From an optimization exercise on the open Yosys and OpenROAD flow, aimed at small area, a short achievable clock period and few clock cycles; shortcuts taken in it are not production practice. In this exercise RTL edits were held to simulation tests only and were not proved equivalent to the original. Power is estimated from default activity; no workload was simulated.

===== flow/config.mk =====
export PLATFORM = sky130hd
export DESIGN_NAME = CPU
export DESIGN_NICKNAME = CPU
export VERILOG_FILES = /design/flow/design.v
export SDC_FILE = /design/flow/constraint.sdc
export NUM_CORES = 4
export LEC_CHECK = 0
export CAP_MARGIN = 20
export CORE_AREA = 2.3 2.72 361.9 361.48
export DIE_AREA = 0 0 364.2 364.2
export SETUP_SLACK_MARGIN = 5
export SLEW_MARGIN = 20

===== flow/design.v =====
module adder32bit(a, b, cin, s);
	parameter N = 32;
	input[N-1:0] a, b;
	input cin;
	output[N-1:0] s;
	wire[N-1:0] g[0:5];
	wire[N-1:0] p[0:5];
	wire[N-1:0] p0 = a ^ b;
	assign g[0] = (a & b) | {{(N-1){1'b0}}, p0[0] & cin};
	assign p[0] = p0;
	genvar l, i;
	generate
		for (l = 0; l < 5; l = l + 1) begin : lvl
			for (i = 0; i < N; i = i + 1) begin : bitl
				if (i >= (1 << l)) begin : node
					assign g[l+1][i] = g[l][i] | (p[l][i] & g[l][i-(1<<l)]);
					assign p[l+1][i] = p[l][i] & p[l][i-(1<<l)];
				end else begin : pass
					assign g[l+1][i] = g[l][i];
					assign p[l+1][i] = p[l][i];
				end
			end
		end
	endgenerate
	assign s = p0 ^ {g[5][N-2:0], cin};
endmodule
module CPU(clk, rst, imem_addr, imem_rdata, dmem_addr, dmem_wdata, dmem_we, dmem_rdata);
	input clk, rst;
	output[31:0] imem_addr;
	input[31:0] imem_rdata;
	output[31:0] dmem_addr, dmem_wdata;
	output dmem_we;
	input[31:0] dmem_rdata;
	reg[31:0] eA, eB, eC;	 
	reg[4:0] eRd;
	reg eWe, eSt, eLd, eFwdLd, eBr, eJalr, ePred, eBrLt, eBrInv, eCin;
	reg eSelSum, eSelAnd, eSelOr, eSelXor, eSelSlt;
	reg[31:0] mRes, mData;
	reg[4:0] mRd;
	reg mWe, mSt, mLd;
	wire[31:0] sum;
	adder32bit aluAdd(eA, eB, eCin, sum);
	wire[31:0] andv = eA & eB;
	wire[31:0] orv = eA | eB;
	wire[31:0] xorv = eA ^ eB;
	wire lt = (eA[31] == eB[31]) ? eA[31] : sum[31];
	wire eq = &xorv;
	wire selC = ~(eSelSum | eSelAnd | eSelOr | eSelXor | eSelSlt);
	wire[31:0] eRes = ({32{eSelSum}} & sum) | ({32{eSelAnd}} & andv) | ({32{eSelOr}} & orv) |
			({32{eSelXor}} & xorv) | {31'b0, eSelSlt & lt} | ({32{selC}} & eC);
	wire taken = (eBrLt ? lt : eq) ^ eBrInv;
	wire redirect = eJalr | (eBr & (taken ^ ePred));
	wire[31:0] redirPC = eJalr ? sum : eC;
	assign dmem_addr = mRes;
	assign dmem_wdata = mData;
	assign dmem_we = mSt;
	wire[31:0] mWb = mLd ? dmem_rdata : mRes;
	reg[31:0] rf[1:31];
	always @(posedge clk)
		if (mWe)
			rf[mRd] <= mWb;
	reg[31:0] pc;
	assign imem_addr = pc;
	wire[31:0] inst = imem_rdata;
	wire[4:0] op = inst[6:2];
	wire[4:0] rd = inst[11:7];
	wire[2:0] f3 = inst[14:12];
	wire[4:0] rs1 = inst[19:15];
	wire[4:0] rs2 = inst[24:20];
	wire isR = op == 5'b01100;
	wire isI = op == 5'b00100;
	wire isLW = op == 5'b00000;
	wire isSW = op == 5'b01000;
	wire isBR = op == 5'b11000;
	wire isJAL = op == 5'b11011;
	wire isJALR = op == 5'b11001;
	wire isLUI = op == 5'b01101;
	wire isALU = isR | isI;
	wire use1 = isALU | isLW | isSW | isBR | isJALR;
	wire use2 = isR | isSW | isBR;
	reg[31:0] rf1, rf2;
	integer i;
	always @* begin
		rf1 = 32'd0;
		rf2 = 32'd0;
		for (i = 1; i < 32; i = i + 1) begin
			rf1 = rf1 | ({32{rs1 == i}} & rf[i]);
			rf2 = rf2 | ({32{rs2 == i}} & rf[i]);
		end
	end
	wire e1 = eWe & (eRd == rs1);
	wire e2 = eWe & (eRd == rs2);
	wire m1 = mWe & (mRd == rs1);
	wire m2 = mWe & (mRd == rs2);
	wire[31:0] rv1 = e1 ? eRes : m1 ? mWb : rf1;
	wire[31:0] rv2 = e2 ? eRes : m2 ? mWb : rf2;
	wire stall = eLd & ((e1 & use1) | (e2 & use2 & ~isSW));
	wire fwdLd = eLd & e2;
	wire[31:0] immI = {{20{inst[31]}}, inst[31:20]};
	wire[31:0] immS = {{20{inst[31]}}, inst[31:25], inst[11:7]};
	wire[31:0] immB = {{19{inst[31]}}, inst[31], inst[7], inst[30:25], inst[11:8], 1'b0};
	wire[31:0] immJ = {{11{inst[31]}}, inst[31], inst[19:12], inst[20], inst[30:21], 1'b0};
	wire[31:0] immU = {inst[31:12], 12'b0};
	wire inv = (isR & inst[30] & (f3 == 3'b000)) | (isALU & (f3 == 3'b010)) | isBR;
	wire useImm = isI | isLW | isSW | isJALR;
	wire[31:0] bval = (useImm ? (isSW ? immS : immI) : rv2) ^ {32{inv}};
	wire pred = isJAL | (isBR & (inst[31] | (f3 == 3'b001)));
	wire[31:0] pc4 = pc + 32'd4;
	wire[31:0] target;
	adder32bit tgtAdd(pc, inst[2] ? immJ : immB, 1'b0, target);
	wire[31:0] altPC = pred ? pc4 : target;
	wire[31:0] cval = isSW ? rv2 : isLUI ? immU : (isJAL | isJALR) ? pc4 : altPC;
	always @(posedge clk) begin
		if (rst)
			pc <= 32'd0;
		else if (redirect)
			pc <= redirPC;
		else if (!stall)
			pc <= pred ? target : pc4;
		eA <= rv1;
		eB <= bval;
		eC <= cval;
		eRd <= rd;
		ePred <= pred;
		eBrLt <= f3[2];
		eBrInv <= f3[0];
		eCin <= inv;
		eSelSum <= (isALU & (f3 == 3'b000)) | isLW | isSW;
		eSelAnd <= isALU & (f3 == 3'b111);
		eSelOr <= isALU & (f3 == 3'b110);
		eSelXor <= isALU & (f3 == 3'b100);
		eSelSlt <= isALU & (f3 == 3'b010);
		eLd <= isLW;
		eFwdLd <= fwdLd;
		if (rst | redirect | stall) begin
			eWe <= 1'b0;
			eSt <= 1'b0;
			eBr <= 1'b0;
			eJalr <= 1'b0;
		end else begin
			eWe <= ~(isSW | isBR) & (rd != 5'd0);
			eSt <= isSW;
			eBr <= isBR;
			eJalr <= isJALR;
		end
		mRes <= eRes;
		mData <= eFwdLd ? dmem_rdata : eC;
		mRd <= eRd;
		mLd <= eLd;
		if (rst) begin
			mWe <= 1'b0;
			mSt <= 1'b0;
		end else begin
			mWe <= eWe;
			mSt <= eSt;
		end
	end
endmodule

===== flow/run.sh =====
#!/bin/bash
# synth_recipe.tcl (not shown) runs the flow's synth.tcl, then flattens the netlist and writes it again
# the make line also repeats each setting of config.mk as NAME=value (left out here)
make -C /OpenROAD-flow-scripts/flow DESIGN_CONFIG=/design/flow/config.mk WORK_HOME=/design/flow/orfs CLKGATE_MAP_FILE= SYNTH_SCRIPT=/design/flow/synth_recipe.tcl finish

===== flow/constraint.sdc =====
create_clock -name core_clock -period 10.0 [get_ports {clk}]
set_input_delay 2.0000 -clock core_clock [delete_from_list [all_inputs] [get_ports {clk}]]
set_output_delay 2.0000 -clock core_clock [all_outputs]
set_load 0.01 [all_outputs]

==> flow_metrics.env, run 1 <==
export IMPL_total_power_mw=13.2
export IMPL_drt_wl_total_um=296000
export IMPL_final_area_mm2=0.0671
export IMPL_min_from="eRd[3]"
export IMPL_portBuffers=160
export IMPL_critPathSlowestCell="a2111oi_1"
export IMPL_p_leak_nw=23.8
export IMPL_arrival_ns=5.87
export IMPL_clock_path_buffers=3
export IMPL_antenna_left=0
export IMPL_clock_sinks=1212
export IMPL_final_common_cell="edfxtp_1"
export IMPL_die_width_um=364
export IMPL_path_class="in -> reg"
export IMPL_core_area_mm2=0.128
export IMPL_hold_viol=0
export IMPL_max_freq_mhz=190
export IMPL_r2r_end="pc[8]"
export IMPL_tns_ns=0
export IMPL_critPathBufInv=2
export IMPL_routedWlPerCell_um=42.5
export IMPL_area_growth_pct=17.0
export IMPL_tightest_slew_ns=1.20
export IMPL_worst_slack_ns=4.74
export IMPL_die_height_um=364
export IMPL_dp_hpwl_um=170000
export IMPL_r2r_cells=18
export IMPL_finalSetupViolCount=0
export IMPL_ys_types=97
export IMPL_cts_root_buffer="clkbuf_16"
export IMPL_synth_top_area_cell="edfxtp_1"
export IMPL_grt_pass1_vias=47800
export IMPL_whs_ns=0.395
export IMPL_initial_core_util_pct=44.8
export IMPL_synth_area_mm2=0.0573
export IMPL_critPathTopFamily="simple AND/OR/NAND/NOR gates"
export IMPL_ir_drop_mv=0.129
export IMPL_final_layout_size_suffix_gt1_share_pct=14.4
export IMPL_cap_violations=0
export IMPL_firstDrtPassIters=12
export IMPL_viasPerCell=7.50
export IMPL_synthFlopType="edfxtp_1"
export IMPL_startpoint_type="primary input"
export IMPL_rsz0062_at_grt="true"
export IMPL_critPathRequiredTime_ns=10.62
export IMPL_cp_end_kind="register"
export IMPL_io_pin_count=163
export IMPL_synthArstFlopShare_pct=0
export IMPL_pre_cts_ws_ns=2.74
export IMPL_critPathMaxStageDelay_ns=0.61
export IMPL_finalNonFillerCells=6951
export IMPL_fin_skew_ns=0.0415
export IMPL_avgSynthCellArea_um2=11.7
export IMPL_r2r_setup_slack_ns=5.07
export IMPL_layout_common_cells="edfxtp_1, a22oi_1, nand2_1, nor2_1, dfxtp_1"
export IMPL_grt_use_total_pct=43.2
export IMPL_syn_inst=4918
export IMPL_insertion_delay_ns=0.77
export IMPL_r2r_start="eB[0]"
export IMPL_htreeDepth=4
export IMPL_yosys_top_cells_area="edfxtp_1, a22oi_1, dfxtp_1"
export IMPL_cts_tree="built"
export IMPL_num_vias=52100
export IMPL_cp_cell_sequence="clkdlybuf4s15_2, and3b_1, buf_4, and2_4, a2111oi_1, nand3_1, nor4_1, a31oi_2, mux2i_2, a21oi_1, xor2_1"
export IMPL_drc=0
export IMPL_synth_nets=5083
export IMPL_nNetsFinal=5263
export IMPL_gp_congestion=0.997
export IMPL_dieArea_mm2=0.133
export IMPL_drv_slew=0
export IMPL_finalCriticalPeriod_ns=5.26
export IMPL_grt_remaining_overflow=0
export IMPL_dp_cells=6615
export IMPL_startpoint="imem_rdata[22]"
export IMPL_min_period_over_period_pct=52.6
export IMPL_cp_max_fo=20
export IMPL_min_to="mRd[3]"
export IMPL_grt_pass1_wl_um=392000
export IMPL_grt_max_degree=60
export IMPL_ctsHoldBuffers=0
export IMPL_dpl_cell_area_mm2=0.0614
export IMPL_powerDensity_mw_per_mm2=197
export IMPL_drt_iter0_drc=12000
export IMPL_hp_class="reg -> reg"
export IMPL_yosysTopAreaCellShare_pct=52.0
export IMPL_antenna_found_initial=22
export IMPL_synth_seq_cells=1212
export IMPL_rows=131
export IMPL_status="complete, no violations"
export IMPL_synth_edff_count=992
export IMPL_cts_buffers=131
export IMPL_path_clk_slew_ns=0.05
export IMPL_relSlewSlack_pct=20.1
export IMPL_yosysSeqAreaShare_pct=59.6
export IMPL_final_util_pct=52.4
export IMPL_worstHoldPathCells=0
export IMPL_ys_warnings_count=2
[cell families (layout without fill, tap and decap cells)]
group | after synthesis | count (layout) | synth area share (%)
other cells | 0 | 24 | 0
simple gates | 1402 | 1407 | 11.7
mux | 100 | 100 | 1.91
flops | 1212 | 1212 | 59.6
xor+xnor | 129 | 129 | 1.97
fa+ha+maj | 99 | 99 | 2.21
buf+inv | 469 | 744 | 3.42
compound gates | 1507 | 1507 | 19.2
[report_power, final]
group	total (mW)	switching [mW]	internal, mW
Clock	4.84	2.11	2.74
Combinational	2.33	1.64	0.686
Sequential	6.05	0.173	5.87
[registers in the layout, summed over array words and instances (netlist names), 5 cells and up]
name	flops
eB	32
pc	32
mRd	5
mData	32
rf	992
eC	32
mRes	32
eRd	5
eA	32
[area by class of cell]
class / count / area [um2]
antenna: 24 / 60.1
clock buffer: 166 / 3520
clock inverter: 67 / 631
fill: 11000 / 60900
inverter: 118 / 443
multi-input combinational: 3242 / 22500
sequential: 1212 / 34200
tap: 1729 / 2160
timing repair buffer: 393 / 3600
[worst max path at each step]
| stage | to | slack, ns | depth (start not counted) |
|---|---|---|---|
| 3_3_place_gp | eB[22] | 2.61 | 12 |
| 3_5_place_dp | eB[22] | 2.74 | 11 |
| 5_1_grt | eB[4] | 4.80 | 11 |
| 6_report | eB[4] | 4.74 | 11 |
| 4_1_cts | eB[22] | 4.90 | 12 |
| 2_1_floorplan | eC[27] | 5.04 | 13 |
[worst reg2reg max path, stage by stage, from the launching register on]
cell       delay (ns)
dfxtp_1          0.35
fa_1             0.49
a211oi_2         0.26
o21ai_1          0.17
a21o_1           0.25
o211a_1          0.27
nor3_2           0.18
o21bai_1         0.14
a21o_1           0.19
a21o_1           0.20
fa_2             0.38
nor2b_1          0.18
or3b_2           0.18
a21oi_2          0.05
nor3_4           0.25
buf_12           0.17
nand2_1          0.28
a2111oi_0        0.70
a211oi_1         0.11
[cell usage after synthesis (17+ instances only)]
cell type,count
edfxtp_1,992
a22oi_1,780
nand2_1,488
nor2_1,309
dfxtp_1,220
clkbuf_1,198
nand3_1,162
a21oi_1,155
o21ai_0,119
inv_1,118
buf_2,115
and3_1,112
ha_1,95
mux2_2,75
nor3_1,69
xnor2_1,69
nor4_1,67
a222oi_1,65
xor2_1,60
a221oi_1,53
a31oi_1,46
nand4_1,45
and2_1,39
a22o_1,30
a2111oi_0,29
o211ai_1,29
a21o_1,28
a211oi_1,27
buf_1,26
mux2i_1,25
a221o_1,19
or3_1,18
o22ai_1,17
[what timing repair did]
| action | 4_1_cts | 5_1_grt |
|---|---|---|
| endpoints found under the setup margin | 125 | 94 |
| setup buffers | 48 | 25 |
| gates resized for setup | 119 | 90 |
| pin swaps | 28 | 16 |
| cloned | 4 | 2 |
[per-layer routing]
| metal | global-route usage, % | vias up | part of all wire [%] |
|---|---|---|---|
| met5 | 0.145 | - | 0.043 |
| met1 | 49.6 | 24700 | 32 |
| met4 | 35.6 | 12 | 11 |
| li1 | - | 19700 | - |
| met2 | 61.3 | 5860 | 40 |
| met3 | 20.3 | 1880 | 17 |
Testbench counts, summed over its fixed seeds: cycles 280,847.
==> inputs of run 2 (changes only) <==
--- a/flow/design.v
+++ b/flow/design.v
@@ -1,3 +1,34 @@
+module ALU(a, b, lt, eq);
+	input[31:0] a, b;
+	output lt, eq;
+	wire[31:0] l0 = {a[31] & ~b[31], ~a[30:0] & b[30:0]};
+	wire[31:0] e0 = ~(a ^ b);
+	wire[15:0] l1, e1;
+	wire[7:0] l2, e2;
+	wire[3:0] l3, e3;
+	wire[1:0] l4, e4;
+	genvar i;
+	generate
+		for (i = 0; i < 16; i = i + 1) begin : g1
+			assign l1[i] = l0[2*i+1] | (e0[2*i+1] & l0[2*i]);
+			assign e1[i] = e0[2*i+1] & e0[2*i];
+		end
+		for (i = 0; i < 8; i = i + 1) begin : g2
+			assign l2[i] = l1[2*i+1] | (e1[2*i+1] & l1[2*i]);
+			assign e2[i] = e1[2*i+1] & e1[2*i];
+		end
+		for (i = 0; i < 4; i = i + 1) begin : g3
+			assign l3[i] = l2[2*i+1] | (e2[2*i+1] & l2[2*i]);
+			assign e3[i] = e2[2*i+1] & e2[2*i];
+		end
+		for (i = 0; i < 2; i = i + 1) begin : g4
+			assign l4[i] = l3[2*i+1] | (e3[2*i+1] & l3[2*i]);
+			assign e4[i] = e3[2*i+1] & e3[2*i];
+		end
+	endgenerate
+	assign lt = l4[1] | (e4[1] & l4[0]);
+	assign eq = e4[1] & e4[0];
+endmodule
 module adder32bit(a, b, cin, s);
 	parameter N = 32;
 	input[N-1:0] a, b;
@@ -39,12 +70,12 @@
 	reg[4:0] mRd;
 	reg mWe, mSt, mLd;
 	wire[31:0] sum;
-	adder32bit aluAdd(eA, eB, eCin, sum);
+	adder32bit aluAdd(eA, eB ^ {32{eCin}}, eCin, sum);
 	wire[31:0] andv = eA & eB;
 	wire[31:0] orv = eA | eB;
 	wire[31:0] xorv = eA ^ eB;
-	wire lt = (eA[31] == eB[31]) ? eA[31] : sum[31];
-	wire eq = &xorv;
+	wire lt, eq;
+	ALU cmp(eA, eB, lt, eq);
 	wire selC = ~(eSelSum | eSelAnd | eSelOr | eSelXor | eSelSlt);
 	wire[31:0] eRes = ({32{eSelSum}} & sum) | ({32{eSelAnd}} & andv) | ({32{eSelOr}} & orv) |
 			({32{eSelXor}} & xorv) | {31'b0, eSelSlt & lt} | ({32{selC}} & eC);
@@ -101,13 +132,15 @@
 	wire[31:0] immB = {{19{inst[31]}}, inst[31], inst[7], inst[30:25], inst[11:8], 1'b0};
 	wire[31:0] immJ = {{11{inst[31]}}, inst[31], inst[19:12], inst[20], inst[30:21], 1'b0};
 	wire[31:0] immU = {inst[31:12], 12'b0};
-	wire inv = (isR & inst[30] & (f3 == 3'b000)) | (isALU & (f3 == 3'b010)) | isBR;
+	wire inv = isR & inst[30] & (f3 == 3'b000);
 	wire useImm = isI | isLW | isSW | isJALR;
-	wire[31:0] bval = (useImm ? (isSW ? immS : immI) : rv2) ^ {32{inv}};
+	wire[31:0] bval = useImm ? (isSW ? immS : immI) : rv2;
 	wire pred = isJAL | (isBR & (inst[31] | (f3 == 3'b001)));
 	wire[31:0] pc4 = pc + 32'd4;
-	wire[31:0] target;
-	adder32bit tgtAdd(pc, inst[2] ? immJ : immB, 1'b0, target);
+	wire[31:0] targetJ, targetB;
+	adder32bit tgtAddJ(pc, immJ, 1'b0, targetJ);
+	adder32bit tgtAddB(pc, immB, 1'b0, targetB);
+	wire[31:0] target = inst[2] ? targetJ : targetB;
 	wire[31:0] altPC = pred ? pc4 : target;
 	wire[31:0] cval = isSW ? rv2 : isLUI ? immU : (isJAL | isJALR) ? pc4 : altPC;
 	always @(posedge clk) begin
==> flow/flow/run.sh (new file) <==
#!/bin/bash
# Layout flow: the standard ORFS flow (standard.sh, standard synthesis and
# all steps unchanged) with two settings changed:
#  - the port buffers are plain buf_4 cells instead of delay buffers.
# make's full output goes to standard.log here; ORFS's own step logs are in orfs/logs.
set -euo pipefail
cd "$(dirname "$0")/.."
bash standard.sh SETUP_SLACK_MARGIN=5.8 "BUFFER_PORTS_ARGS=-buffer_cell sky130_fd_sc_hd__buf_4" finish > standard.log 2>&1
==> flow/standard.sh (new file) <==
#!/bin/bash
# synth_recipe.tcl (not shown) runs the flow's synth.tcl, then flattens the netlist and writes it again
# the make line also repeats each setting of config.mk as NAME=value (left out here)
make -C /OpenROAD-flow-scripts/flow DESIGN_CONFIG=/design/flow/config.mk WORK_HOME=/design/flow/orfs CLKGATE_MAP_FILE= SYNTH_SCRIPT=/design/flow/synth_recipe.tcl "${@:-finish}"
--- a/flow/config.mk
+++ b/flow/config.mk
@@ -8,5 +8,4 @@
 export CAP_MARGIN = 20
 export CORE_AREA = 2.3 2.72 361.9 361.48
 export DIE_AREA = 0 0 364.2 364.2
-export SETUP_SLACK_MARGIN = 5
 export SLEW_MARGIN = 20
removed: flow/run.sh
==> flow_metrics.env, run 2 <==
export IMPL_arrival_ns=5.02
export IMPL_finalNonFillerCells=6883
export IMPL_max_freq_mhz=228
export IMPL_p_sw_mw=3.98
export IMPL_nNetsFinal=5280
export IMPL_critPathRequiredTime_ns=10.64
export IMPL_min_to="mRd[3]"
export IMPL_min_period_over_period_pct=43.8
export IMPL_die_height_um=364
export IMPL_synthTopCellsByCount="edfxtp_1, a22oi_1, nand2_1"
export IMPL_synth_seq_cells=1212
export IMPL_ctsHoldBuffers=0
export IMPL_final_area_mm2=0.0682
export IMPL_drc=0
export IMPL_grt_max_degree=60
export IMPL_routedWlPerCell_um=42.9
export IMPL_syn_inst=4847
export IMPL_worstHoldPathCells=0
export IMPL_portBuffers=160
export IMPL_io_pin_count=163
export IMPL_hp_class="reg -> reg"
export IMPL_startpoint_type="primary input"
export IMPL_synth_area_mm2=0.0580
export IMPL_largest_reg_flops=992
export IMPL_p_sw_share_pct=29.9
export IMPL_cp_end_kind="register"
export IMPL_grt_pass1_vias=48100
export IMPL_dp_hpwl_um=167000
export IMPL_yosysSeqAreaShare_pct=59.0
export IMPL_final_common_cell="edfxtp_1"
export IMPL_drv_slew=0
export IMPL_ys_types=94
export IMPL_gp_congestion=1.00
export IMPL_initial_core_util_pct=45.3
export IMPL_synth_nets=5086
export IMPL_dpl_cell_area_mm2=0.0620
export IMPL_final_layout_size_suffix_gt1_share_pct=18.4
export IMPL_synth_top_area_cell="edfxtp_1"
export IMPL_finalCriticalPeriod_ns=4.38
export IMPL_rsz0062_at_grt="true"
export IMPL_comb_power_share_pct=18.0
export IMPL_antenna_found_initial=20
export IMPL_cp_max_fo=20
export IMPL_firstDrtPassIters=11
export IMPL_num_vias=52200
export IMPL_relSlewSlack_pct=23.4
export IMPL_area_growth_pct=17.5
export IMPL_top_register="rf"
export IMPL_grt_remaining_overflow=0
export IMPL_htreeDepth=3
export IMPL_viasPerCell=7.58
export IMPL_grt_pass1_wl_um=395000
export IMPL_ys_warnings_count=2
export IMPL_r2r_setup_slack_ns=5.88
export IMPL_cts_root_buffer="clkbuf_16"
export IMPL_fin_skew_ns=0.0271
export IMPL_drt_iter0_drc=12300
export IMPL_r2r_start="eCin"
export IMPL_synth_edff_count=992
export IMPL_clock_sinks=1212
export IMPL_antenna_left=0
export IMPL_rows=131
export IMPL_status="complete, no violations"
export IMPL_power_frac_clock_pct=36.5
export IMPL_cts_buffers=121
export IMPL_total_power_mw=13.3
export IMPL_p_int_mw=9.32
export IMPL_synthArstFlopShare_pct=0
export IMPL_synthFlopType="edfxtp_1"
export IMPL_min_from="eRd[3]"
export IMPL_yosysTopAreaCellShare_pct=51.4
export IMPL_r2r_end="eA[23]"
export IMPL_seq_power_share_pct=45.5
export IMPL_clock_path_buffers=3
export IMPL_yosysMostFrequentCell="edfxtp_1"
export IMPL_yosys_top_cells_area="edfxtp_1, a22oi_1, dfxtp_1"
export IMPL_r2r_cells=11
export IMPL_drt_wl_total_um=295000
export IMPL_whs_ns=0.400
export IMPL_die_width_um=364
export IMPL_cts_tree="built"
export IMPL_startpoint="imem_rdata[17]"
export IMPL_grt_use_total_pct=43.3
export IMPL_avgSynthCellArea_um2=12.0
export IMPL_hold_viol=0
export IMPL_powerDensity_mw_per_mm2=195
export IMPL_core_area_mm2=0.128
export IMPL_dp_cells=6556
export IMPL_ir_drop_mv=0.169
export IMPL_path_class="in -> reg"
export IMPL_tightest_slew_ns=1.15
export IMPL_path_clk_slew_ns=0.07
export IMPL_layout_common_cells="edfxtp_1, a22oi_1, buf_4, nand2_1, dfxtp_1"
export IMPL_insertion_delay_ns=0.79
export IMPL_dieArea_mm2=0.133
export IMPL_finalSetupViolCount=0
export IMPL_p_leak_nw=24.1
export IMPL_tns_ns=0
export IMPL_cap_violations=0
==> run 2: changes by cell type after synthesis, moves of 60 or more <==
cell,before,now
nand2_1,488,348
ha_1,95,170
a221oi_1,53,148
and3_1,112,18
a22o_1,30,129
buf_2,115,55
a22oi_1,780,649
==> run 2: worst max path at each step <==
stage	end	slack, ns
detailed placement	eB[21]	3.94
finish	eA[27]	5.62
global placement	eB[21]	3.99
global route	eC[27]	5.70
CTS	eC[21]	5.73
floorplan	eC[31]	5.62
==> run 2: stage by stage <==
step	util [%]	worst slack (ns)
after detailed placement	48.4	3.94
after floorplan	-	5.62
after CTS	52.6	5.73
after global routing	53.2	5.70
final	53.2	5.62
after global placement	48.4	3.99
==> run 2: layer usage <==
layer / GRT usage (%) / part of all wire, % / up-vias
met5: 1.82 / 0.25 / -
met4: 33.0 / 10 / 28
met3: 19.8 / 17 / 1670
met2: 61.4 / 40 / 5691
met1: 51.0 / 32 / 25000
li1: - / - / 19800
==> run 2: kinds of logic (layout without fill, tap and decap cells) <==
logic type	after synthesis	after routing	share of synthesized area, %
fa+ha+maj	173	173	3.77
buf+inv	458	755	3.13
other cells	0	9	0
xor+xnor	138	138	2.08
compound gates	1619	1619	20.9
mux	92	92	1.75
simple gates	1155	1156	9.41
flops	1212	1212	59.0
==> run 2: area by class of cell <==
class / count / area [um2]
fillers: 10900 / 59800
flip-flops and latches: 1212 / 34200
multi-input cells: 3178 / 23700
repair buffers: 399 / 3440
clock buffers: 141 / 3190
well taps: 1729 / 2160
clock inverters: 86 / 957
inverters: 128 / 484
diodes: 9 / 22.5
repair inverters: 1 / 5.00
==> run 2: worst max-delay path, cell delays in order <==
cell	delay, ns
buf_4	0.19
or3_1	0.55
nor2_4	0.12
buf_4	0.39
buf_8	0.39
a22o_1	0.20
a221oi_1	0.05
nand3_1	0.09
nor3_1	0.10
a21oi_4	0.40
nor2_1	0.13
a21oi_1	0.36
==> run 2: power by group through the flow <==
stage / registers, mW / clock network, mW / logic, mW
2_1_floorplan: 6.08 / 0 / 1.15
3_3_place_gp: 6.14 / 0 / 2.11
3_5_place_dp: 6.14 / 0 / 2.12
4_1_cts: 6.04 / 4.83 / 2.19
5_1_grt: 6.06 / 5.03 / 2.46
6_report: 6.05 / 4.86 / 2.39
==> run 2: timing repair <==
action                     in CTS  in global routing
setup buffers                  66                 22
cloned                          1                  2
pin swaps                      34                 43
gates resized for setup       132                120
setup endpoints to repair     130                 94
Testbench counts of run 2, summed over its fixed seeds: cycles 280,847.
==> inputs of run 3 (changes only) <==
--- a/flow/design.v
+++ b/flow/design.v
@@ -92,7 +92,9 @@
 			rf[mRd] <= mWb;
 	reg[31:0] pc;
 	assign imem_addr = pc;
-	wire[31:0] inst = imem_rdata;
+	reg[31:0] dInst, dPC;
+	reg dValid;
+	wire[31:0] inst = dInst;
 	wire[4:0] op = inst[6:2];
 	wire[4:0] rd = inst[11:7];
 	wire[2:0] f3 = inst[14:12];
@@ -125,7 +127,7 @@
 	wire m2 = mWe & (mRd == rs2);
 	wire[31:0] rv1 = e1 ? eRes : m1 ? mWb : rf1;
 	wire[31:0] rv2 = e2 ? eRes : m2 ? mWb : rf2;
-	wire stall = eLd & ((e1 & use1) | (e2 & use2 & ~isSW));
+	wire stall = dValid & eLd & ((e1 & use1) | (e2 & use2 & ~isSW));
 	wire fwdLd = eLd & e2;
 	wire[31:0] immI = {{20{inst[31]}}, inst[31:20]};
 	wire[31:0] immS = {{20{inst[31]}}, inst[31:25], inst[11:7]};
@@ -135,14 +137,12 @@
 	wire inv = isR & inst[30] & (f3 == 3'b000);
 	wire useImm = isI | isLW | isSW | isJALR;
 	wire[31:0] bval = useImm ? (isSW ? immS : immI) : rv2;
-	wire pred = isJAL | (isBR & (inst[31] | (f3 == 3'b001)));
+	wire pred = dValid & (isJAL | (isBR & (inst[31] | (f3 == 3'b001))));
+	wire[31:0] target;
+	adder32bit tgtAdd(dPC, inst[2] ? immJ : immB, 1'b0, target);
+	wire[31:0] altPC = pred ? pc : target;
+	wire[31:0] cval = isSW ? rv2 : isLUI ? immU : (isJAL | isJALR) ? pc : altPC;
 	wire[31:0] pc4 = pc + 32'd4;
-	wire[31:0] targetJ, targetB;
-	adder32bit tgtAddJ(pc, immJ, 1'b0, targetJ);
-	adder32bit tgtAddB(pc, immB, 1'b0, targetB);
-	wire[31:0] target = inst[2] ? targetJ : targetB;
-	wire[31:0] altPC = pred ? pc4 : target;
-	wire[31:0] cval = isSW ? rv2 : isLUI ? immU : (isJAL | isJALR) ? pc4 : altPC;
 	always @(posedge clk) begin
 		if (rst)
 			pc <= 32'd0;
@@ -150,6 +150,14 @@
 			pc <= redirPC;
 		else if (!stall)
 			pc <= pred ? target : pc4;
+		if (rst | redirect | (pred & !stall))
+			dValid <= 1'b0;
+		else if (!stall)
+			dValid <= 1'b1;
+		if (!stall) begin
+			dInst <= imem_rdata;
+			dPC <= pc;
+		end
 		eA <= rv1;
 		eB <= bval;
 		eC <= cval;
@@ -165,7 +173,7 @@
 		eSelSlt <= isALU & (f3 == 3'b010);
 		eLd <= isLW;
 		eFwdLd <= fwdLd;
-		if (rst | redirect | stall) begin
+		if (rst | redirect | stall | !dValid) begin
 			eWe <= 1'b0;
 			eSt <= 1'b0;
 			eBr <= 1'b0;
--- a/flow/flow/run.sh
+++ b/flow/flow/run.sh
@@ -5,4 +5,4 @@
 # make's full output goes to standard.log here; ORFS's own step logs are in orfs/logs.
 set -euo pipefail
 cd "$(dirname "$0")/.."
-bash standard.sh SETUP_SLACK_MARGIN=5.8 "BUFFER_PORTS_ARGS=-buffer_cell sky130_fd_sc_hd__buf_4" finish > standard.log 2>&1
+bash standard.sh SETUP_SLACK_MARGIN=6.5 "BUFFER_PORTS_ARGS=-buffer_cell sky130_fd_sc_hd__buf_4" finish > standard.log 2>&1
--- a/flow/config.mk
+++ b/flow/config.mk
@@ -7,5 +7,7 @@
 export LEC_CHECK = 0
 export CAP_MARGIN = 20
 export CORE_AREA = 2.3 2.72 361.9 361.48
+export CTS_CLUSTER_DIAMETER = 60
+export CTS_CLUSTER_SIZE = 20
 export DIE_AREA = 0 0 364.2 364.2
 export SLEW_MARGIN = 20
==> flow_metrics.env, run 3 <==
export IMPL_area_growth_pct=20.6
export IMPL_htreeDepth=3
export IMPL_num_vias=52400
export IMPL_fin_skew_ns=0.0484
export IMPL_hp_class="reg -> reg"
export IMPL_synth_area_mm2=0.0591
export IMPL_yosysTopAreaCellShare_pct=53.6
export IMPL_viasPerCell=7.49
export IMPL_drv_slew=0
export IMPL_grt_max_degree=53
export IMPL_dieArea_mm2=0.133
export IMPL_cap_violations=0
export IMPL_final_common_cell="edfxtp_1"
export IMPL_grt_use_total_pct=42.9
export IMPL_firstDrtPassIters=12
export IMPL_drt_wl_total_um=296000
export IMPL_drt_iter0_drc=11500
export IMPL_yosysSeqAreaShare_pct=61.0
export IMPL_path_class="reg -> reg"
export IMPL_critPathMaxStageDelay_ns=1.00
export IMPL_syn_inst=4846
export IMPL_clock_path_buffers=3
export IMPL_tightest_slew_ns=1.26
export IMPL_cp_cell_sequence="buf_4, nand2_1, nor2_4, buf_4, a22oi_1, nand3_1, nor2_1, nand4_1, o22ai_1, o21ai_0"
export IMPL_status="complete, no violations"
export IMPL_synth_top_area_cell="edfxtp_1"
export IMPL_hold_viol=0
export IMPL_tns_ns=0
export IMPL_avgSynthCellArea_um2=12.2
export IMPL_path_clk_slew_ns=0.08
export IMPL_grt_pass1_vias=48000
export IMPL_synth_edff_count=1054
export IMPL_synthTopCellsByCount="edfxtp_1, a22oi_1, nand2_1"
export IMPL_synth_nets=5071
export IMPL_insertion_delay_ns=0.77
export IMPL_io_pin_count=163
export IMPL_yosysMostFrequentCell="edfxtp_1"
export IMPL_yosys_top_cells_area="edfxtp_1, a22oi_1, dfxtp_1"
export IMPL_synthArstFlopShare_pct=0
export IMPL_relSlewSlack_pct=15.9
export IMPL_drc=0
export IMPL_rsz0062_at_grt="true"
export IMPL_cp_common_cell="buf_4"
export IMPL_portBuffers=160
export IMPL_total_power_mw=13.6
export IMPL_p_leak_nw=25.2
export IMPL_cp_max_fo=25
export IMPL_finalCriticalPeriod_ns=3.71
export IMPL_synth_seq_cells=1275
export IMPL_powerDensity_mw_per_mm2=191
export IMPL_critPathRequiredTime_ns=10.58
export IMPL_antenna_found_initial=15
export IMPL_startpoint_type="register"
export IMPL_max_freq_mhz=270
export IMPL_finalSetupViolCount=0
export IMPL_die_height_um=364
export IMPL_min_period_over_period_pct=37.1
export IMPL_rows=131
export IMPL_cts_buffers=109
export IMPL_ys_types=84
export IMPL_dpl_cell_area_mm2=0.0631
export IMPL_top_register="rf"
export IMPL_cp_end_kind="register"
export IMPL_synthFlopType="edfxtp_1"
export IMPL_layout_common_cells="edfxtp_1, a22oi_1, buf_4, nand2_1, nor2_1"
export IMPL_final_layout_size_suffix_gt1_share_pct=23.7
export IMPL_die_width_um=364
export IMPL_ys_warnings_count=2
export IMPL_routedWlPerCell_um=42.4
export IMPL_nNetsFinal=5381
export IMPL_grt_pass1_wl_um=391000
export IMPL_final_util_pct=55.7
export IMPL_core_area_mm2=0.128
export IMPL_ir_drop_mv=0.180
export IMPL_gp_congestion=0.969
export IMPL_cts_tree="built"
export IMPL_antenna_left=0
export IMPL_critPathSlowestCell="o22ai_1"
export IMPL_cts_root_buffer="clkbuf_16"
export IMPL_initial_core_util_pct=46.2
export IMPL_clock_sinks=1275
export IMPL_arrival_ns=4.29
export IMPL_dp_hpwl_um=167000
export IMPL_grt_remaining_overflow=0
export IMPL_final_area_mm2=0.0713
export IMPL_largest_reg_flops=992
## run 3: final timing paths
| check | from | end | slack, ns | cells past startpoint |
|---|---|---|---|---|
| hold reg to reg | eLd | mLd | 0.38 | 0 |
| setup / recovery | dInst[16] | eA[27] | 6.29 | 10 |
| setup reg to reg | dInst[16] | eA[27] | 6.29 | 10 |
| hold / removal | eLd | mLd | 0.38 | 0 |
## run 3: cell families (layout without fill, tap and decap cells)
logic type	after synthesis	count (layout)	synth area share [%]
AO/OA/AOI/OAI	1562	1562	19.6
adder cells (fa/ha/maj)	159	159	3.39
buffers and inverters	456	859	2.95
multiplexers	103	103	1.89
other	0	7	0
flip-flops	1275	1275	61.0
XOR/XNOR	135	135	2.00
AND/OR/NAND/NOR	1156	1158	9.08
## run 3: through the flow
stage | setup slack [ns] | hold slack (ns) | cells
3_5_place_dp | 4.74 | 0.370 | 6563
3_3_place_gp | 4.75 | 0.372 | 6562
6_report | 6.29 | 0.379 | 6987
4_1_cts | 6.34 | 0.381 | 6867
5_1_grt | 6.31 | 0.401 | 6980
2_1_floorplan | 6.55 | 0.344 | 4846
## run 3: cell type report
type	count	area, um2
multi-input combinational	3117	24100
sequential	1275	36200
clock buffer	118	2820
timing repair buffer	523	4430
fill	10500	56700
inverter	130	490
tap	1729	2160
antenna	7	17.5
clock inverter	88	1130
## run 3: what timing repair did
action | 4_1_cts | 5_1_grt
cloned | 3 | 4
setup endpoints to repair | 164 | 160
buffers inserted | 95 | 109
hold buffers | 0 | 0
resized for setup | 229 | 283
pin swaps | 61 | 110
## run 3: per-layer routing
layer | up-vias | track usage, % | wire, um | share of wire, %
li1 | 19900 | - | - | -
met1 | 25200 | 50.5 | 94900 | 32
met2 | 5510 | 61.7 | 121000 | 41
met3 | 1697 | 17.8 | 48800 | 16
met4 | 20 | 34.0 | 31200 | 11
met5 | - | 1.20 | 414 | 0.14
## run 3: critical path: cells and delay by family, from the launching register on
family	cells	cell delay, ns
AOI/OAI and AO/OA	3	1.46
buffers and inverters	2	0.57
DFF	1	0.56
and+or+nand+nor	5	0.84
## run 3: power breakdown
| part | total, mW | switching [mW] | internal, mW |
|---|---|---|---|
| logic | 2.56 | 1.67 | 0.889 |
| clock network | 4.75 | 2.34 | 2.41 |
| registers | 6.29 | 0.199 | 6.09 |
Testbench counts of run 3, summed over its fixed seeds: cycles 311,396.
==> inputs of run 4 (changes only) <==
--- a/flow/config.mk
+++ b/flow/config.mk
@@ -10,4 +10,5 @@
 export CTS_CLUSTER_DIAMETER = 60
 export CTS_CLUSTER_SIZE = 20
 export DIE_AREA = 0 0 364.2 364.2
+export PLACE_DENSITY = 0.7
 export SLEW_MARGIN = 20
==> flow_metrics.env, run 4 <==
export IMPL_largest_reg_flops=992
export IMPL_clock_path_buffers=3
export IMPL_grt_pass1_vias=48400
export IMPL_num_vias=52600
export IMPL_synth_top_area_cell="edfxtp_1"
export IMPL_dieArea_mm2=0.133
export IMPL_tightest_slew_ns=1.15
export IMPL_min_period_over_period_pct=37.3
export IMPL_core_area_mm2=0.128
export IMPL_cap_violations=0
export IMPL_synthArstFlopShare_pct=0
export IMPL_ctsHoldBuffers=0
export IMPL_arrival_ns=4.40
export IMPL_synth_seq_cells=1275
export IMPL_critPathTopFamily="compound AO/OA/AOI/OAI gates"
export IMPL_cp_max_fo=19
export IMPL_critPathSlowestCell="a31oi_1"
export IMPL_synth_area_mm2=0.0591
export IMPL_area_growth_pct=17.9
export IMPL_finalCriticalPeriod_ns=3.73
export IMPL_gp_congestion=0.997
export IMPL_use_met1_pct=46.2
export IMPL_drt_wl_total_um=277000
export IMPL_grt_met3_usage_pct=20.4
export IMPL_finalSetupViolCount=0
export IMPL_grtUsageMet2_pct=57.1
export IMPL_relSlewSlack_pct=23.1
export IMPL_final_common_cell="edfxtp_1"
export IMPL_layout_common_cells="edfxtp_1, a22oi_1, buf_4, nand2_1, nor2_1"
export IMPL_p_leak_nw=24.5
export IMPL_cp_cell_sequence="buf_12, or3b_2, nor2_4, buf_4, buf_8, a22oi_1, nand2_1, nor3_1, a31oi_1, mux2i_2, a21oi_1"
export IMPL_cts_tree="built"
export IMPL_critPathMaxStageDelay_ns=0.79
export IMPL_drt_iter0_drc=13000
export IMPL_max_freq_mhz=268
export IMPL_path_clk_slew_ns=0.08
export IMPL_nNetsFinal=5305
export IMPL_drv_slew=0
export IMPL_die_width_um=364
export IMPL_pre_cts_ws_ns=5.23
export IMPL_critPathRequiredTime_ns=10.67
export IMPL_synth_edff_count=1054
export IMPL_path_class="reg -> reg"
export IMPL_grt_use_total_pct=40.4
export IMPL_cp_end_kind="register"
export IMPL_ir_drop_mv=0.145
export IMPL_firstDrtPassIters=13
export IMPL_status="complete, no violations"
export IMPL_cts_root_buffer="clkbuf_16"
export IMPL_tns_ns=0
export IMPL_grt_pass1_wl_um=374000
export IMPL_startpoint_type="register"
export IMPL_fin_skew_ns=0.0550
export IMPL_final_layout_size_suffix_gt1_share_pct=21.6
export IMPL_worst_slack_ns=6.27
export IMPL_routedWlPerCell_um=40.2
export IMPL_dpl_cell_area_mm2=0.0630
export IMPL_insertion_delay_ns=0.76
export IMPL_r2r_setup_slack_ns=6.27
export IMPL_cts_buffers=99
export IMPL_ys_warnings_count=2
export IMPL_whs_ns=0.373
export IMPL_grt_max_degree=53
export IMPL_syn_inst=4846
export IMPL_synthFlopType="edfxtp_1"
export IMPL_antenna_left=0
export IMPL_rsz0062_at_grt="true"
export IMPL_yosysTopAreaCellShare_pct=53.6
export IMPL_viasPerCell=7.63
export IMPL_ys_types=84
export IMPL_initial_core_util_pct=46.2
export IMPL_synth_nets=5071
export IMPL_hp_class="reg -> reg"
export IMPL_dp_hpwl_um=156000
export IMPL_busiest_layer="met2"
export IMPL_portBuffers=160
export IMPL_die_height_um=364
export IMPL_hold_viol=0
export IMPL_htreeDepth=3
export IMPL_synthTopCellsByCount="edfxtp_1, a22oi_1, nand2_1"
export IMPL_powerDensity_mw_per_mm2=186
export IMPL_antenna_found_initial=16
export IMPL_yosysMostFrequentCell="edfxtp_1"
export IMPL_io_pin_count=163
export IMPL_yosys_top_cells_area="edfxtp_1, a22oi_1, dfxtp_1"
export IMPL_yosysSeqAreaShare_pct=61.0
export IMPL_grt_remaining_overflow=0
export IMPL_drc=0
export IMPL_critPathBufInv=3
export IMPL_top_register="rf"
export IMPL_rows=131
export IMPL_final_area_mm2=0.0697
export IMPL_avgSynthCellArea_um2=12.2
export IMPL_clock_sinks=1275
[run 4: cell counts after synthesis]
No cell type changed its count.
[run 4: area by class of cell]
type,instances,area (um2)
Fill cell,10400,58400
Clock buffer,104,2550
Sequential cell,1275,36100
Tap cell,1729,2160
Antenna cell,14,35.0
Timing Repair Buffer,457,3720
Clock inverter,73,861
Multi-Input combinational cell,3117,23700
Inverter,130,493
[run 4: timing repair]
action | CTS | global route
endpoints found under the hold margin | 0 | 0
gates resized for setup | 202 | 215
setup endpoints to repair | 157 | 156
pin swaps | 69 | 73
setup buffers | 108 | 51
cloned | 4 | 0
[run 4: routing by layer]
metal / up-vias / part of all wire (%)
li1: 19700 / -
met3: 2037 / 18
met4: 30 / 11
met5: - / 0.27
met2: 5942 / 40
met1: 24900 / 31
[run 4: worst paths after layout]
check                           startpoint      to  depth (start not counted)
worst max-delay path             dInst[23]  eB[24]                         11
worst min register to register         eLd     mLd                          0
worst max register to register   dInst[23]  eB[24]                         11
worst min-delay path                   eLd     mLd                          0
[run 4: power breakdown]
| group | switching, mW | internal, mW |
|---|---|---|
| registers | 0.196 | 6.09 |
| clock network | 2.20 | 2.07 |
| logic | 1.58 | 0.831 |
| total | 3.98 | 8.99 |
[run 4: kinds of logic after synthesis]
kind of cell	after synthesis	share of synthesized area [%]
multiplexers	103	1.89
AND/OR/NAND/NOR	1156	9.08
buffers and inverters	456	2.95
adder cells (fa/ha/maj)	159	3.39
AO/OA/AOI/OAI	1562	19.6
flip-flops	1275	61.0
XOR/XNOR	135	2.00
[run 4: per-stage QoR]
step / instances / power, mW / util, %
2_1_floorplan: 4846 / 7.34 / -
3_3_place_gp: 6545 / 8.22 / 49.2
3_5_place_dp: 6545 / 8.24 / 49.2
4_1_cts: 6834 / 12.6 / 53.3
5_1_grt: 6887 / 13.2 / 54.4
6_report: 6899 / 13.0 / 54.4
==> inputs of run 5 (changes only) <==
--- a/flow/flow/run.sh
+++ b/flow/flow/run.sh
@@ -5,4 +5,4 @@
 # make's full output goes to standard.log here; ORFS's own step logs are in orfs/logs.
 set -euo pipefail
 cd "$(dirname "$0")/.."
-bash standard.sh SETUP_SLACK_MARGIN=6.5 "BUFFER_PORTS_ARGS=-buffer_cell sky130_fd_sc_hd__buf_4" finish > standard.log 2>&1
+bash standard.sh SETUP_SLACK_MARGIN=6.7 "BUFFER_PORTS_ARGS=-buffer_cell sky130_fd_sc_hd__buf_4" finish > standard.log 2>&1
--- a/flow/config.mk
+++ b/flow/config.mk
@@ -10,5 +10,4 @@
 export CTS_CLUSTER_DIAMETER = 60
 export CTS_CLUSTER_SIZE = 20
 export DIE_AREA = 0 0 364.2 364.2
-export PLACE_DENSITY = 0.7
 export SLEW_MARGIN = 20
==> flow_metrics.env, run 5 <==
export IMPL_cts_root_buffer="clkbuf_16"
export IMPL_ys_types=84
export IMPL_yosysMostFrequentCell="edfxtp_1"
export IMPL_avgSynthCellArea_um2=12.2
export IMPL_drt_iter0_drc=11900
export IMPL_rows=131
export IMPL_dp_cells=6567
export IMPL_dp_hpwl_um=162000
export IMPL_top_register="rf"
export IMPL_critPathRequiredTime_ns=10.69
export IMPL_dpl_cell_area_mm2=0.0632
export IMPL_synth_area_mm2=0.0591
export IMPL_initial_core_util_pct=46.2
export IMPL_cp_max_fo=17
export IMPL_cts_buffers=107
export IMPL_p_leak_nw=25.5
export IMPL_gp_congestion=1.01
export IMPL_path_class="reg -> reg"
export IMPL_firstDrtPassIters=11
export IMPL_r2r_setup_slack_ns=6.26
export IMPL_cts_tree="built"
export IMPL_cp_cell_sequence="buf_6, buf_4, or3b_2, nor2_4, buf_4, buf_8, a222oi_1, nand3_1, nor2_1, a31oi_1, mux2_4, o2bb2ai_2"
export IMPL_drt_wl_total_um=294000
export IMPL_finalSetupViolCount=0
export IMPL_relSlewSlack_pct=17.4
export IMPL_tns_ns=0
export IMPL_final_layout_size_suffix_gt1_share_pct=25.8
export IMPL_hold_viol=0
export IMPL_max_freq_mhz=267
export IMPL_min_period_over_period_pct=37.4
export IMPL_yosys_top_cells_area="edfxtp_1, a22oi_1, dfxtp_1"
export IMPL_status="complete, no violations"
export IMPL_grt_pass1_wl_um=394000
export IMPL_synthTopCellsByCount="edfxtp_1, a22oi_1, nand2_1"
export IMPL_num_fill_cells=10300
export IMPL_final_util_pct=56.3
export IMPL_grt_use_total_pct=43.2
export IMPL_fin_skew_ns=0.0389
export IMPL_r2r_start="dInst[21]"
export IMPL_path_clk_slew_ns=0.08
export IMPL_synth_top_area_cell="edfxtp_1"
export IMPL_yosysTopAreaCellShare_pct=53.6
export IMPL_htreeDepth=3
export IMPL_cap_violations=0
export IMPL_critPathSlowestCell="a31oi_1"
export IMPL_synth_seq_cells=1275
export IMPL_synth_nets=5071
export IMPL_io_pin_count=163
export IMPL_routedWlPerCell_um=41.9
export IMPL_die_width_um=364
export IMPL_grt_max_degree=56
export IMPL_num_vias=52700
export IMPL_largest_reg_flops=992
export IMPL_total_power_mw=13.5
export IMPL_antenna_found_initial=13
export IMPL_nNetsFinal=5420
export IMPL_dieArea_mm2=0.133
export IMPL_finalNonFillerCells=7018
export IMPL_critPathTopFamily="buffers and inverters"
export IMPL_ctsHoldBuffers=0
export IMPL_clock_sinks=1275
export IMPL_clock_path_buffers=3
export IMPL_antenna_left=0
export IMPL_syn_inst=4846
export IMPL_viasPerCell=7.52
export IMPL_core_area_mm2=0.128
export IMPL_layout_common_cells="edfxtp_1, a22oi_1, buf_4, nand2_1, nor2_1"
export IMPL_grt_remaining_overflow=0
export IMPL_finalCriticalPeriod_ns=3.74
export IMPL_startpoint="dInst[21]"
export IMPL_drv_slew=0
export IMPL_die_height_um=364
export IMPL_drc=0
export IMPL_arrival_ns=4.44
export IMPL_synth_edff_count=1054
export IMPL_yosysSeqAreaShare_pct=61.0
export IMPL_min_from="eLd"
export IMPL_final_common_cell="edfxtp_1"
export IMPL_portBuffers=160
export IMPL_critPathMaxStageDelay_ns=0.61
export IMPL_cp_end_kind="register"
export IMPL_hp_class="reg -> reg"
export IMPL_tightest_slew_ns=1.23
export IMPL_rsz0062_at_grt="true"
export IMPL_final_area_mm2=0.0721
export IMPL_startpoint_type="register"
export IMPL_insertion_delay_ns=0.77
export IMPL_ys_warnings_count=2
export IMPL_grt_pass1_vias=48600
export IMPL_synthFlopType="edfxtp_1"
export IMPL_ir_drop_mv=0.159
export IMPL_synthArstFlopShare_pct=0
export IMPL_critPathBufInv=4
export IMPL_powerDensity_mw_per_mm2=187
export IMPL_area_growth_pct=21.9
export IMPL_cp_common_cell="buf_4"
[run 5: worst register-to-register path, delay by kind of cell (launching register included)]
| family | cells | cell delay, ns |
|---|---|---|
| muxes | 1 | 0.38 |
| AOI/OAI and AO/OA | 3 | 0.98 |
| DFF | 1 | 0.38 |
| buffers and inverters | 4 | 1.09 |
| and+or+nand+nor | 4 | 0.87 |
[run 5: logic make-up (layout without fill, tap and decap cells)]
logic type	count (synthesis)	in the layout	synth area share (%)
AOI/OAI and AO/OA	1562	1562	19.6
xor gates and xnor gates	135	135	2.00
adders and majority gates	159	159	3.39
buffers and inverters	456	888	2.95
DFF	1275	1275	61.0
muxes	103	103	1.89
other	0	10	0
and+or+nand+nor	1156	1157	9.08
[run 5: path summary, 6_finish.rpt]
| kind | endpoint | cells past startpoint |
|---|---|---|
| setup / recovery | eC[30] | 12 |
| hold / removal | mLd | 0 |
| setup reg to reg | eC[30] | 12 |
| hold reg to reg | mLd | 0 |
[run 5: metrics by stage]
step	hold slack [ns]	setup slack (ns)
floorplan	0.344	6.72
global placement	0.360	4.97
detailed placement	0.362	4.92
CTS	0.375	6.40
global route	0.383	6.32
finish	0.380	6.26
[run 5: routing by layer]
| metal | wire length [um] | track usage (%) | up-vias |
|---|---|---|---|
| li1 | - | - | 19900 |
| met1 | 95100 | 51.9 | 25600 |
| met2 | 120000 | 61.6 | 5550 |
| met3 | 49100 | 17.7 | 1661 |
| met4 | 29900 | 32.7 | 18 |
| met5 | 218 | 0.254 | - |
[run 5: timing repair]
item,CTS,global route
resized for setup,447,232
setup endpoints to repair,202,152
setup buffers,166,75
pin swaps,125,108
gates cloned,5,2
[run 5: cell type report]
type	count	area, um2	share of cell area (%)
multi-input combinational	3116	24500	34.0
clock inverter	82	935	1.30
tap	1729	2160	3.00
clock buffer	111	2760	3.83
timing repair buffer	565	4930	6.85
sequential	1275	36300	50.3
inverter	130	493	0.684
antenna	10	25.0	0.0347
[run 5: report_power, final]
part	internal [mW]	switching, mW	total (mW)
clock network	2.22	2.29	4.51
logic	1.00	1.70	2.71
registers	6.09	0.187	6.28
==> inputs of run 6 (changes only) <==
--- a/flow/flow/run.sh
+++ b/flow/flow/run.sh
@@ -5,4 +5,4 @@
 # make's full output goes to standard.log here; ORFS's own step logs are in orfs/logs.
 set -euo pipefail
 cd "$(dirname "$0")/.."
-bash standard.sh SETUP_SLACK_MARGIN=6.7 "BUFFER_PORTS_ARGS=-buffer_cell sky130_fd_sc_hd__buf_4" finish > standard.log 2>&1
+bash standard.sh SETUP_SLACK_MARGIN=6.3 "BUFFER_PORTS_ARGS=-buffer_cell sky130_fd_sc_hd__buf_4" finish > standard.log 2>&1
==> flow_metrics.env, run 6 <==
export IMPL_status="complete, no violations"
export IMPL_critPathRequiredTime_ns=10.65
export IMPL_synth_top_area_cell="edfxtp_1"
export IMPL_grt_pass1_vias=47200
export IMPL_ir_drop_mv=0.140
export IMPL_finalSetupViolCount=0
export IMPL_r2r_setup_slack_ns=6.18
export IMPL_drt_wl_total_um=289000
export IMPL_synth_area_mm2=0.0591
export IMPL_r2r_end="eC[15]"
export IMPL_arrival_ns=4.47
export IMPL_r2r_cells=12
export IMPL_htreeDepth=3
export IMPL_synth_nets=5071
export IMPL_num_vias=51400
export IMPL_die_height_um=364
export IMPL_min_period_over_period_pct=38.2
export IMPL_layout_common_cells="edfxtp_1, a22oi_1, nand2_1, buf_4, dfxtp_1"
export IMPL_io_pin_count=163
export IMPL_avgSynthCellArea_um2=12.2
export IMPL_synthTopCellsByCount="edfxtp_1, a22oi_1, nand2_1"
export IMPL_grt_max_degree=52
export IMPL_core_area_mm2=0.128
export IMPL_rows=131
export IMPL_dieArea_mm2=0.133
export IMPL_firstDrtPassIters=16
export IMPL_routedWlPerCell_um=42.0
export IMPL_yosysTopAreaCellShare_pct=53.6
export IMPL_cap_violations=0
export IMPL_fin_skew_ns=0.0392
export IMPL_drv_slew=0
export IMPL_drc=0
export IMPL_initial_core_util_pct=46.2
export IMPL_final_util_pct=54.0
export IMPL_largest_reg_flops=992
export IMPL_yosysSeqAreaShare_pct=61.0
export IMPL_path_class="reg -> reg"
export IMPL_rsz0062_at_grt="true"
export IMPL_grt_use_total_pct=42.2
export IMPL_powerDensity_mw_per_mm2=190
export IMPL_top_register="rf"
export IMPL_hp_class="reg -> reg"
export IMPL_cp_max_fo=26
export IMPL_cp_end_kind="register"
export IMPL_synth_seq_cells=1275
export IMPL_hold_viol=0
export IMPL_whs_ns=0.379
export IMPL_area_growth_pct=17.1
export IMPL_yosysMostFrequentCell="edfxtp_1"
export IMPL_synth_edff_count=1054
export IMPL_path_clk_slew_ns=0.08
export IMPL_viasPerCell=7.48
export IMPL_final_layout_size_suffix_gt1_share_pct=19.4
export IMPL_critPathCapture="eC[15]"
export IMPL_nNetsFinal=5278
export IMPL_grt_remaining_overflow=0
export IMPL_ys_types=84
export IMPL_antenna_found_initial=11
export IMPL_ctsHoldBuffers=0
export IMPL_antenna_left=0
export IMPL_die_width_um=364
export IMPL_insertion_delay_ns=0.77
export IMPL_drt_iter0_drc=11400
export IMPL_r2r_start="dInst[22]"
export IMPL_min_from="eLd"
export IMPL_p_leak_nw=24.4
export IMPL_clock_path_buffers=3
export IMPL_synthArstFlopShare_pct=0
export IMPL_cts_tree="built"
export IMPL_yosys_top_cells_area="edfxtp_1, a22oi_1, dfxtp_1"
export IMPL_syn_inst=4846
export IMPL_tightest_slew_ns=1.20
export IMPL_relSlewSlack_pct=19.3
export IMPL_portBuffers=160
export IMPL_clock_sinks=1275
export IMPL_startpoint_type="register"
export IMPL_synthFlopType="edfxtp_1"
export IMPL_worst_slack_ns=6.18
export IMPL_tns_ns=0
export IMPL_ys_warnings_count=2
export IMPL_cts_buffers=106
export IMPL_max_freq_mhz=262
export IMPL_cts_root_buffer="clkbuf_16"
export IMPL_gp_congestion=0.993
export IMPL_startpoint="dInst[22]"
export IMPL_grt_pass1_wl_um=385000
export IMPL_final_common_cell="edfxtp_1"
export IMPL_finalCriticalPeriod_ns=3.82
export IMPL_dp_hpwl_um=167000
export IMPL_total_power_mw=13.2
export IMPL_pre_cts_ws_ns=4.48
[run 6: cell counts after synthesis]
No cell type changed its count.
[run 6: what timing repair did]
item | in CTS | in global routing
gates resized for setup | 147 | 128
endpoints found under the setup margin | 157 | 118
gates cloned | 3 | 3
buffers inserted | 73 | 48
pin swaps | 39 | 40
[run 6: through the flow]
step | std cells | cell area [um2]
detailed placement | 6547 | 63000
global route | 6867 | 69200
CTS | 6816 | 68100
global placement | 6547 | 63000
finish | 6876 | 69200
floorplan | 4846 | 59100
[run 6: layer usage]
layer  wire, um  share of wire, %  GRT usage [%]
met5        164             0.057          0.908
met4      28900                10           31.9
met3      47300                16           16.6
met2     118000                41           60.3
met1      94600                33           51.1
[run 6: how the worst min path moves through the flow]
stage	slack (ns)	cells after the start	to
2_1_floorplan	0.34	0	mLd
3_5_place_dp	0.36	0	mLd
6_report	0.38	0	mLd
3_3_place_gp	0.37	0	mLd
4_1_cts	0.38	0	mLd
5_1_grt	0.38	0	mLd
[run 6: cells by family (layout without fill, tap and decap cells)]
group,count (synthesis),count (layout),synth area share [%]
AO/OA/AOI/OAI,1562,1562,19.6
flip-flops,1275,1275,61.0
AND/OR/NAND/NOR,1156,1161,9.08
buffers and inverters,456,743,2.95
adder cells (fa/ha/maj),159,159,3.39
XOR/XNOR,135,135,2.00
multiplexers,103,103,1.89
other,0,9,0
[run 6: cell type report]
class                           instances  area, um2
Antenna cell                            9       22.5
Clock buffer                          113       2770
Clock inverter                         80        956
Fill cell                           10700      58800
Inverter                              130        490
Multi-Input combinational cell       3120      23200
Sequential cell                      1275      36100
Tap cell                             1729       2160
Timing Repair Buffer                  420       3450
[run 6: worst max-delay path, stage by stage, from the launching register on]
cell and delay (ns):
edfxtp_1 0.47, clkbuf_2 0.21, or3b_2 0.59, nor2_4 0.42, clkbuf_8 0.56, a22oi_1 0.17
nand2_1 0.11, nor4_1 0.08, a31oi_2 0.49, nor2_1 0.11, a21oi_2 0.29, nand2_1 0.09
o21ai_0 0.08
[run 6: report_power, final]
part	switching [mW]	internal [mW]	leakage [nW]
Clock	2.29	2.26	1.81
Combinational	1.57	0.760	11.1
Sequential	0.186	6.09	11.5
==> inputs of run 7 (changes only) <==
--- a/flow/flow/run.sh
+++ b/flow/flow/run.sh
@@ -5,4 +5,4 @@
 # make's full output goes to standard.log here; ORFS's own step logs are in orfs/logs.
 set -euo pipefail
 cd "$(dirname "$0")/.."
-bash standard.sh SETUP_SLACK_MARGIN=6.3 "BUFFER_PORTS_ARGS=-buffer_cell sky130_fd_sc_hd__buf_4" finish > standard.log 2>&1
+bash standard.sh SETUP_SLACK_MARGIN=6.6 "BUFFER_PORTS_ARGS=-buffer_cell sky130_fd_sc_hd__buf_4" finish > standard.log 2>&1
--- a/flow/config.mk
+++ b/flow/config.mk
@@ -10,4 +10,5 @@
 export CTS_CLUSTER_DIAMETER = 60
 export CTS_CLUSTER_SIZE = 20
 export DIE_AREA = 0 0 364.2 364.2
+export PLACE_DENSITY = 0.7
 export SLEW_MARGIN = 20
==> flow_metrics.env, run 7 <==
export IMPL_hold_viol=0
export IMPL_max_freq_mhz=280
export IMPL_firstDrtPassIters=17
export IMPL_synth_seq_cells=1275
export IMPL_path_class="reg -> reg"
export IMPL_grt_pass1_wl_um=378000
export IMPL_total_power_mw=13.4
export IMPL_layout_common_cells="edfxtp_1, a22oi_1, buf_4, nand2_1, nor2_1"
export IMPL_ir_drop_mv=0.145
export IMPL_grt_use_total_pct=40.9
export IMPL_hp_class="reg -> reg"
export IMPL_cts_tree="built"
export IMPL_yosysTopAreaCellShare_pct=53.6
export IMPL_top_register="rf"
export IMPL_area_growth_pct=21.5
export IMPL_finalSetupViolCount=0
export IMPL_dp_hpwl_um=157000
export IMPL_antenna_left=0
export IMPL_antenna_found_initial=15
export IMPL_drc=0
export IMPL_critPathRequiredTime_ns=10.61
export IMPL_powerDensity_mw_per_mm2=186
export IMPL_ys_warnings_count=2
export IMPL_rows=131
export IMPL_status="complete, no violations"
export IMPL_htreeDepth=3
export IMPL_drv_slew=0
export IMPL_whs_ns=0.381
export IMPL_r2r_setup_slack_ns=6.42
export IMPL_drt_iter0_drc=13000
export IMPL_tightest_slew_ns=1.12
export IMPL_num_vias=52900
export IMPL_worst_slack_ns=6.42
export IMPL_final_common_cell="edfxtp_1"
export IMPL_grt_max_degree=53
export IMPL_clock_sinks=1275
export IMPL_syn_inst=4846
export IMPL_final_util_pct=56.1
export IMPL_rsz0062_at_grt="true"
export IMPL_largest_reg_flops=992
export IMPL_relSlewSlack_pct=25.2
export IMPL_arrival_ns=4.18
export IMPL_io_pin_count=163
export IMPL_p_leak_nw=25.3
export IMPL_multi_input_area_mm2=0.0246
export IMPL_cp_end_kind="register"
export IMPL_dieArea_mm2=0.133
export IMPL_path_clk_slew_ns=0.07
export IMPL_portBuffers=160
export IMPL_num_fill_cells=10200
export IMPL_viasPerCell=7.57
export IMPL_drt_wl_total_um=282000
export IMPL_routedWlPerCell_um=40.3
export IMPL_cts_buffers=102
export IMPL_fin_skew_ns=0.0568
export IMPL_cap_violations=0
export IMPL_synthArstFlopShare_pct=0
export IMPL_synth_area_mm2=0.0591
export IMPL_finalCriticalPeriod_ns=3.58
export IMPL_tns_ns=0
export IMPL_yosysMostFrequentCell="edfxtp_1"
export IMPL_synth_edff_count=1054
export IMPL_synth_nets=5071
export IMPL_synthTopCellsByCount="edfxtp_1, a22oi_1, nand2_1"
export IMPL_cts_root_buffer="clkbuf_16"
export IMPL_yosysSeqAreaShare_pct=61.0
export IMPL_synthFlopType="edfxtp_1"
export IMPL_startpoint_type="register"
export IMPL_seq_area_mm2=0.0362
export IMPL_cp_max_fo=4
export IMPL_initial_core_util_pct=46.2
export IMPL_avgSynthCellArea_um2=12.2
export IMPL_gp_congestion=0.991
export IMPL_synth_top_area_cell="edfxtp_1"
export IMPL_core_area_mm2=0.128
export IMPL_ctsHoldBuffers=0
export IMPL_final_layout_size_suffix_gt1_share_pct=25.0
export IMPL_insertion_delay_ns=0.77
export IMPL_min_period_over_period_pct=35.8
export IMPL_yosys_top_cells_area="edfxtp_1, a22oi_1, dfxtp_1"
export IMPL_clock_path_buffers=3
export IMPL_grt_pass1_vias=48300
export IMPL_die_width_um=364
export IMPL_nNetsFinal=5389
export IMPL_pre_cts_ws_ns=5.16
export IMPL_die_height_um=364
export IMPL_ys_types=84
export IMPL_grt_remaining_overflow=0
run 7: cell counts after synthesis:
Identical to the previous run, type by type.
run 7: critical path: stages (launching register included):
cell and delay (ns):
edfxtp_1 0.53, buf_6 0.18, mux2_4 0.30, ha_4 0.17
fa_2 0.39, a211oi_4 0.26, o21ai_2 0.10, nand3b_1 0.19
a21boi_2 0.12, o221ai_4 0.24, buf_6 0.15, xor2_4 0.20
o21ai_2 0.07, o211ai_1 0.40, o21ai_1 0.14
run 7: cells by family (layout without fill, tap and decap cells):
| group | Yosys count | after routing | synth area share [%] |
|---|---|---|---|
| simple gates | 1156 | 1157 | 9.08 |
| flops | 1275 | 1275 | 61.0 |
| compound gates | 1562 | 1562 | 19.6 |
| fa+ha+maj | 159 | 159 | 3.39 |
| other cells | 0 | 14 | 0 |
| mux | 103 | 103 | 1.89 |
| buf+inv | 456 | 859 | 2.95 |
| xor+xnor | 135 | 135 | 2.00 |
run 7: layer usage:
metal | part of all wire (%) | GRT usage (%)
met3 | 18 | 18.6
met5 | 0.13 | 0.980
met2 | 40 | 57.0
met1 | 31 | 48.7
met4 | 11 | 32.0
run 7: per-stage QoR:
step / instances / area (um2)
2_1_floorplan: 4846 / 59100
3_3_place_gp: 6558 / 63100
3_5_place_dp: 6558 / 63100
4_1_cts: 6883 / 69400
5_1_grt: 6979 / 71800
6_report: 6993 / 71800
run 7: cell type report:
| cell class | instances | share of cell area, % |
|---|---|---|
| diodes | 14 | 0.0488 |
| repair buffers | 539 | 6.54 |
| flip-flops and latches | 1275 | 50.4 |
| multi-input cells | 3116 | 34.2 |
| clock inverters | 78 | 1.42 |
| inverters | 130 | 0.690 |
| well taps | 1729 | 3.01 |
| clock buffers | 112 | 3.72 |
run 7: worst paths after layout:
check	from	endpoint	cells past startpoint
max	dInst[2]	eC[19]	14
min	eLd	mLd	0
max reg2reg	dInst[2]	eC[19]	14
min reg2reg	eLd	mLd	0
run 7: power breakdown:
group          switching (mW)  total [mW]  internal [mW]
Clock                    2.23        4.51           2.28
Sequential              0.198        6.29           6.09
Combinational            1.63        2.55          0.918
run 7: repair_timing:
| item | 4_1_cts | 5_1_grt |
|---|---|---|
| setup endpoints to repair | 183 | 133 |
| gates resized for setup | 325 | 318 |
| pin swaps | 95 | 127 |
| setup buffers | 129 | 92 |
| cloned | 6 | 4 |

re-timing with driven ports:
The flow's constraints put no driver on any port. The routed layouts listed below were extracted and timed again, unchanged, in two steps.
Step 1 assumes that a clkbuf_16 drives the clock port and a buf_2 every other input.
Step 2 adds t to the input delays and takes it off the output delays; t is the mean of the earliest and latest rising clock arrival at the registers after step 1. Input paths then give back, and output paths get back, about the clock's delay inside the block.
Three values: ideal ports, drivers, drivers and shift; two values: the first two.
run | shift t [ns] | slack for setup (ns) | hold WS [ns]
run 1 | 0.827 | 4.740 / 4.790 / 3.963 | 0.395 / 0.395 / 0.395
run 2 | 0.851 | 5.621 / 5.668 / 4.818 | 0.400 / 0.400 / 0.400
run 3 | 0.824 | 6.291 / 6.291 / 5.860 | 0.379 / 0.379 / 0.379
run 4 | 0.807 | 6.267 / 6.268 / 5.883 | 0.373 / 0.373 / 0.373
run 5 | 0.830 | 6.257 / 6.257 / 5.964 | 0.380 / 0.380 / 0.380
run 6 | 0.822 | 6.181 / 6.181 / 5.939 | 0.379 / 0.379 / 0.379
run 7 | 0.817 | 6.424 / 6.424 / 5.911 | 0.381 / 0.381 / 0.381
After both steps setup and hold are still met in every run listed. The setup slack of run 2, which loses most, moves by +0.047 ns with the drivers and by -0.803 ns with both steps.
